This is an optimization exercise on Yosys and OpenROAD, whose aim is small area, not a production implementation. RTL that was checked went through simulation tests only; none was proved equivalent to the original. No activity file was given, so power comes from the tool's default toggle rates.

==> 07-05: inputs <==
// top_module_d11
module top_module_d11(
    i_clk,
    i_reset,
    i_start,
    i_load,
    i_enc_dec,
    i_pt1,
    i_pt2,
    i_key1,
    i_key2,
    i_r,
    o_ct1,
    o_ct2,
    o_done
);
input  i_start;
input  i_clk;
input  i_reset;
input  i_enc_dec;
input  i_load;
input  [191 : 0] i_r;
input  [63 : 0] i_pt1;
input  [63 : 0] i_pt2;
input  [127 : 0] i_key1;
input  [127 : 0] i_key2;
output wire [63 : 0] o_ct1;
output wire [63 : 0] o_ct2;
output wire o_done;
localparam [2:0] P_IDLE = 3'd0, P_W0 = 3'd1, P_SP = 3'd2, P_MX = 3'd3,
                 P_SRF = 3'd4, P_SRB = 3'd5, P_WT = 3'd6, P_BP = 3'd7;
reg [2:0] phase;
reg [3:0] rnd;
reg [4:0] cnt;
reg [3:0] c16;
reg [4:0] c17;
reg       dec;
reg       done_reg;
reg [3:0] s1 [0:15];    
reg [3:0] s2 [0:15];
reg [3:0] ka1 [0:15];   
reg [3:0] ka2 [0:15];
reg [3:0] kb1 [0:16];   
reg [3:0] kb2 [0:16];
wire idle  = (phase == P_IDLE);
wire ld    = idle & i_load;
wire st_sp = (phase == P_SP);
wire st_bp = (phase == P_BP);
wire st_mx = (phase == P_MX);
wire st_sr = (phase == P_SRF) | (phase == P_SRB);
reg sr_big;
always @(*) begin
    case (cnt[3:0])
        4'd1, 4'd2, 4'd3: sr_big = 1'b1;
        4'd6:             sr_big = 1'b1;
        4'd7, 4'd11:      sr_big = (phase == P_SRF);
        4'd5, 4'd9:       sr_big = (phase == P_SRB);
        default:          sr_big = 1'b0;
    endcase
end
wire mx_h   = st_mx & (cnt[2:0] == 3'd0);
wire mx_big = st_mx & (cnt[2:0] != 3'd0) & (cnt[2:0] <= 3'd4);
wire mh_off = cnt[4] ^ cnt[3];
wire big    = st_sp | st_bp | mx_big | (st_sr & sr_big);
wire hi_rnd = (rnd > 4'd5);
wire a_en   = hi_rnd & (st_sp | st_bp);
wire key_en = (st_sp & ~hi_rnd) | st_bp;
  ...
Settings: LEC_CHECK=0, ABC_AREA=1, CAP_MARGIN=20, CORE_MARGIN=2, CORE_UTILIZATION=40, SETUP_SLACK_MARGIN=0.1, SLEW_MARGIN=20; clock period 6.0 ns.
standard.sh (not shown) runs the stock make flow with config.mk's settings and CLKGATE_MAP_FILE= SYNTH_SCRIPT=/design/flow/synth_recipe.tcl, a recipe that flattens the netlist after the stock synthesis.
==> flow/flow/run.sh <==
#!/bin/bash
set -euo pipefail
export BUFFER_PORTS_ARGS="-buffer_cell sky130_fd_sc_hd__buf_1"
bash standard.sh > standard.log 2>&1
==> 10-28: changes against 07-05 <==
--- a/flow/design.v
+++ b/flow/design.v
@@ -1178,14 +1178,15 @@
 input  [127 : 0] i_key1;
 input  [127 : 0] i_key2;
 output wire [63 : 0] o_ct1;
 output wire [63 : 0] o_ct2;
 output wire o_done;
-localparam [2:0] P_IDLE = 3'd0, P_W0 = 3'd1, P_SP = 3'd2, P_MX = 3'd3,
+localparam [2:0] P_IDLE = 3'd0, P_SP = 3'd2, P_MX = 3'd3,
                  P_SRF = 3'd4, P_SRB = 3'd5, P_WT = 3'd6, P_BP = 3'd7;
 reg [2:0] phase;
-reg [3:0] rnd;
+reg       hi;      
+reg [2:0] rm;      
 reg [4:0] cnt;
 reg [3:0] c16;
 reg [4:0] c17;
 reg       dec;
 reg       done_reg;
@@ -1195,10 +1196,12 @@
 reg [3:0] ka2 [0:15];
 reg [3:0] kb1 [0:16];   
 reg [3:0] kb2 [0:16];
 wire idle  = (phase == P_IDLE);
 wire ld    = idle & i_load;
+reg  busy;              
+wire sh    = ~(i_load & ~busy);
 wire st_sp = (phase == P_SP);
 wire st_bp = (phase == P_BP);
 wire st_mx = (phase == P_MX);
 wire st_sr = (phase == P_SRF) | (phase == P_SRB);
 reg sr_big;
@@ -1213,18 +1216,23 @@
 end
 wire mx_h   = st_mx & (cnt[2:0] == 3'd0);
 wire mx_big = st_mx & (cnt[2:0] != 3'd0) & (cnt[2:0] <= 3'd4);
 wire mh_off = cnt[4] ^ cnt[3];
 wire big    = st_sp | st_bp | mx_big | (st_sr & sr_big);
-wire hi_rnd = (rnd > 4'd5);
+wire hi_rnd = hi;
+wire r_first = ~hi & (rm == 3'd0);
+wire r_last  = hi & (rm == 3'd0);
+wire r_mid   = ~hi & (rm == 3'd5);
 wire a_en   = hi_rnd & (st_sp | st_bp);
 wire key_en = (st_sp & ~hi_rnd) | st_bp;
-wire w_en   = ((rnd == 4'd0) & st_sp) | ((rnd == 4'd11) & st_bp);
-wire use_kp = dec ^ (rnd == 4'd11);
+wire w_en   = (r_first & st_sp) | (r_last & st_bp);
+wire use_kp = dec ^ hi;
 wire align  = (c17 == 5'd16);
 wire align16 = (c16 == 4'd15);
-wire [2:0] rc_m = hi_rnd ? (4'd11 - rnd) : rnd[2:0];
+wire need16 = r_first | r_last;
+wire wt_end = (phase == P_WT) & align & (need16 ? align16 : (cnt[1:0] == 2'd3));
+wire [2:0] rc_m = rm;
 wire       rc_flip = hi_rnd ^ dec;
 reg [3:0] rc_tab;
 always @(*) begin
     case ({rc_m, c17[3:0]})
         7'd16: rc_tab = 4'h1;
@@ -1374,64 +1382,71 @@
 wire [3:0] lk2 = st_sp ? c2 : xk2;
 function [15:0] mhat;    
     input [15:0] x;
     input        off;
     reg [3:0] col [0:3];
-    reg [3:0] t, y;
+    reg [3:0] p01, p23;
+    reg [3:0] ex [0:3];     
+    reg [3:0] y;
     integer r, b;
     begin
         col[0] = x[15:12]; col[1] = x[11:8]; col[2] = x[7:4]; col[3] = x[3:0];
-        t = col[0] ^ col[1] ^ col[2] ^ col[3];
+        p01 = col[0] ^ col[1];
+        p23 = col[2] ^ col[3];
+        ex[0] = col[1] ^ p23;
+        ex[1] = col[0] ^ p23;
+        ex[2] = col[3] ^ p01;
+        ex[3] = col[2] ^ p01;
         for (r = 0; r < 4; r = r + 1) begin
             for (b = 0; b < 4; b = b + 1)
-                y[3 - b] = t[3 - b] ^ col[(b - r - off) & 3][3 - b];
+                y[3 - b] = off ? ex[(b - r - 1) & 3][3 - b] : ex[(b - r) & 3][3 - b];
             mhat[15 - 4*r -: 4] = y;
         end
     end
 endfunction
 wire [15:0] my1 = mhat({s1[0], s1[1], s1[2], s1[3]}, mh_off);
 wire [15:0] my2 = mhat({s2[0], s2[1], s2[2], s2[3]}, mh_off);
+wire [3:0] ld4 = {4{ld}};
+wire [3:0] sh4 = {4{sh}};
+reg  [3:0] n1 [0:15];
+reg  [3:0] n2 [0:15];
 integer q;
-always @(posedge i_clk) begin
+always @(*) begin
     for (q = 0; q < 16; q = q + 1) begin
-        if (ld) begin
-            s1[q] <= ~(i_pt1[63 - 4*q -: 4]);
-            s2[q] <= ~(i_pt2[63 - 4*q -: 4]);
-        end else if (mx_h && q < 4) begin
-            s1[q] <= ~(my1[15 - 4*((q + 1) & 3) -: 4]);
-            s2[q] <= ~(my2[15 - 4*((q + 1) & 3) -: 4]);
+        if (mx_h && q < 4) begin
+            n1[q] = my1[15 - 4*((q + 1) & 3) -: 4];
+            n2[q] = my2[15 - 4*((q + 1) & 3) -: 4];
         end else if ((q & 3) != 3) begin
-            s1[q] <= ~(s1[q + 1]);
-            s2[q] <= ~(s2[q + 1]);
+            n1[q] = s1[q + 1];
+            n2[q] = s2[q + 1];
         end else if (!big) begin
-            s1[q] <= ~(s1[q - 3]);
-            s2[q] <= ~(s2[q - 3]);
+            n1[q] = s1[q - 3];
+            n2[q] = s2[q - 3];
         end else if (q != 15) begin
-            s1[q] <= ~(s1[q + 1]);
-            s2[q] <= ~(s2[q + 1]);
+            n1[q] = s1[q + 1];
+            n2[q] = s2[q + 1];
         end else begin
-            s1[q] <= ~(lk1);
-            s2[q] <= ~(lk2);
+            n1[q] = lk1;
+            n2[q] = lk2;
         end
     end
 end
 always @(posedge i_clk) begin
     for (q = 0; q < 16; q = q + 1) begin
-        if (ld) begin
-            ka1[q] <= ~(i_key1[127 - 4*q -: 4]);
-            ka2[q] <= ~(i_key2[127 - 4*q -: 4]);
-            kb1[q] <= ~(i_key1[63 - 4*q -: 4]);
-            kb2[q] <= ~(i_key2[63 - 4*q -: 4]);
-        end else begin
-            ka1[q] <= ~(ka1[(q + 1) & 15]);
-            ka2[q] <= ~(ka2[(q + 1) & 15]);
-            kb1[q] <= ~(kb1[q + 1]);
-            kb2[q] <= ~(kb2[q + 1]);
-        end
+        s1[q] <= ~((sh4 | i_pt1[63 - 4*q -: 4]) & (ld4 | n1[q]));
+        s2[q] <= ~((sh4 | i_pt2[63 - 4*q -: 4]) & (ld4 | n2[q]));
+    end
+end
+always @(posedge i_clk) begin
+    for (q = 0; q < 16; q = q + 1) begin
+        ka1[q] <= ~((sh4 | i_key1[127 - 4*q -: 4]) & (ld4 | ka1[(q + 1) & 15]));
+        ka2[q] <= ~((sh4 | i_key2[127 - 4*q -: 4]) & (ld4 | ka2[(q + 1) & 15]));
+        kb1[q] <= ~((sh4 | i_key1[63 - 4*q -: 4]) & (ld4 | kb1[q + 1]));
+        kb2[q] <= ~((sh4 | i_key2[63 - 4*q -: 4]) & (ld4 | kb2[q + 1]));
     end
-    kb1[16] <= ~(kb1[0]);
-    kb2[16] <= ~(kb2[0]);
+    kb1[16] <= kb1[0];
+    kb2[16] <= kb2[0];
 end
 always @(posedge i_clk) begin
     if (ld) begin
         c16 <= 4'd0;
         c17 <= 5'd0;
@@ -1446,52 +1461,53 @@
         phase <= P_IDLE;
         done_reg <= 1'b0;
     end else begin
         done_reg <= 1'b0;
         case (phase)
-            P_IDLE: if (!i_load && i_start) phase <= P_W0;
-            P_W0:   if (align && align16) phase <= P_SP;
-            P_SP:   if (cnt == 5'd16) begin
-                        if (!hi_rnd) phase <= P_MX;
-                        else if (align) phase <= P_BP;
-                        else phase <= P_WT;
-                    end
+            P_IDLE: if (!i_load && i_start) phase <= P_WT;
+            P_SP:   if (cnt == 5'd16) phase <= hi_rnd ? P_WT : P_MX;
             P_MX:   if (cnt == 5'd31) begin
-                        if (rnd < 4'd5) phase <= P_SRF;
+                        if (!hi && !r_mid) phase <= P_SRF;
                         else phase <= P_SP;
                     end
-            P_SRF:  if (cnt == 5'd15) begin
-                        if (align) phase <= P_SP;
-                        else phase <= P_WT;
-                    end
+            P_SRF:  if (cnt == 5'd15) phase <= P_WT;
             P_SRB:  if (cnt == 5'd15) phase <= P_MX;
-            P_WT:   if (cnt[1:0] == 2'd3 && align && (rnd != 4'd11 || align16))
-                        phase <= hi_rnd ? P_BP : P_SP;
+            P_WT:   if (wt_end) phase <= hi_rnd ? P_BP : P_SP;
             P_BP:   if (cnt == 5'd15) begin
-                        if (rnd == 4'd11) begin
+                        if (r_last) begin
                             phase <= P_IDLE;
                             done_reg <= 1'b1;
                         end else
                             phase <= P_SRB;
                     end
         endcase
     end
 end
+always @(posedge i_clk or posedge i_reset) begin
+    if (i_reset)
+        busy <= 1'b0;
+    else if (!busy)
+        busy <= i_start & ~i_load;
+    else
+        busy <= ~(st_bp & (cnt == 5'd15) & r_last);
+end
 wire phase_end = (st_sp & (cnt == 5'd16)) | (st_mx & (cnt == 5'd31)) |
                  ((st_sr | st_bp) & (cnt == 5'd15)) |
-                 ((phase == P_WT) & (cnt[1:0] == 2'd3) & align & (rnd != 4'd11 || align16)) |
-                 ((phase == P_W0) & align & align16);
+                 wt_end;
 always @(posedge i_clk) begin
     if (idle) begin
         cnt <= 5'd0;
-        rnd <= 4'd0;
+        hi <= 1'b0;
+        rm <= 3'd0;
     end else begin
         cnt <= phase_end ? 5'd0 : cnt + 5'd1;
-        if ((st_mx & (cnt == 5'd31) & (rnd == 4'd5)) |
-            ((phase == P_SRF) & (cnt == 5'd15)) |
-            (st_bp & (cnt == 5'd15)))
-            rnd <= rnd + 4'd1;
+        if (st_mx & (cnt == 5'd31) & r_mid)
+            hi <= 1'b1;
+        else if ((phase == P_SRF) & (cnt == 5'd15))
+            rm <= rm + 3'd1;
+        else if (st_bp & (cnt == 5'd15))
+            rm <= rm - 3'd1;
     end
 end
 genvar g;
 generate
 for (g = 0; g < 16; g = g + 1) begin : OUT
==> flow/config.mk (replaced) <==
export PLATFORM = sky130hd
export DESIGN_NAME = top_module_d11
export DESIGN_NICKNAME = top_module_d11
export VERILOG_FILES = /design/flow/design.v
export SDC_FILE = /design/flow/constraint.sdc
export NUM_CORES = 4
export LEC_CHECK = 0
export ABC_AREA = 1
export CAP_MARGIN = 0
export CORE_MARGIN = 2
export CORE_UTILIZATION = 40
export CTS_BUF_LIST = sky130_fd_sc_hd__clkbuf_4
export CTS_CLUSTER_DIAMETER = 45
export CTS_CLUSTER_SIZE = 10
export SETUP_SLACK_MARGIN = 0.1
export SLEW_MARGIN = 0
==> comparison table <==
quantity	07-05	10-28
# diodes	6	5
Proportion of netlist area held by the largest area contributor	48.99%	52.73%
Comb pwr share	44.5%	33.9%
Power dissipated in combinational cells	0.00690 W	0.00325 W
Global routing met2 resource utilization	36.13%	48.40%
Via count of the first global-routing pass	14380	15240
Mux cell area share after synthesis	17.69%	0%
Power of the sequential group	0.00564 W	0.00459 W
First-pass iteration count of the detailed router	6	5
Number of cell rows	78	75
Fraction of the mapped netlist area in adder cells	1.854%	1.966%
WL met1	22470 microns	24980 microns
Via density per instance	4.890	5.359
Result of the run	complete, no violations	complete, no violations
Vias post-DR	14940	15860
For 07-05, only the layout was checked, not whether the RTL still works.

## re-timing with driven ports
How much do the figures lean on ideal ports? The routed layouts below were timed once more, with nothing changed but the port constraints. Step 1: set_driving_cell puts a clkbuf_16 on i_clk and a buf_2 on each other input, an assumption about the parent block. Step 2 times the ports against the registers' clock, not the clock port: input delays grow and output delays shrink by t, the midpoint of the rising clock arrivals with the driver on. Slacks: no drivers / after step 1 / after step 2; pairs: no drivers / after step 1.
run	t, ns	slack for setup (ns)	worst setup path after step 2	worst register clock-pin slew, ns	cell pins on the clock port's net
07-05	0.645	2.401 / 2.401 / 2.333	input to register	0.06 / 0.06	1
10-28	0.891	2.084 / 2.084 / 1.919	input to register	0.11 / 0.11	1
After both steps every run listed still meets setup and hold. For 10-28, which loses most, drivers alone change the setup slack by 0.000 ns; drivers and shift together by -0.165 ns.
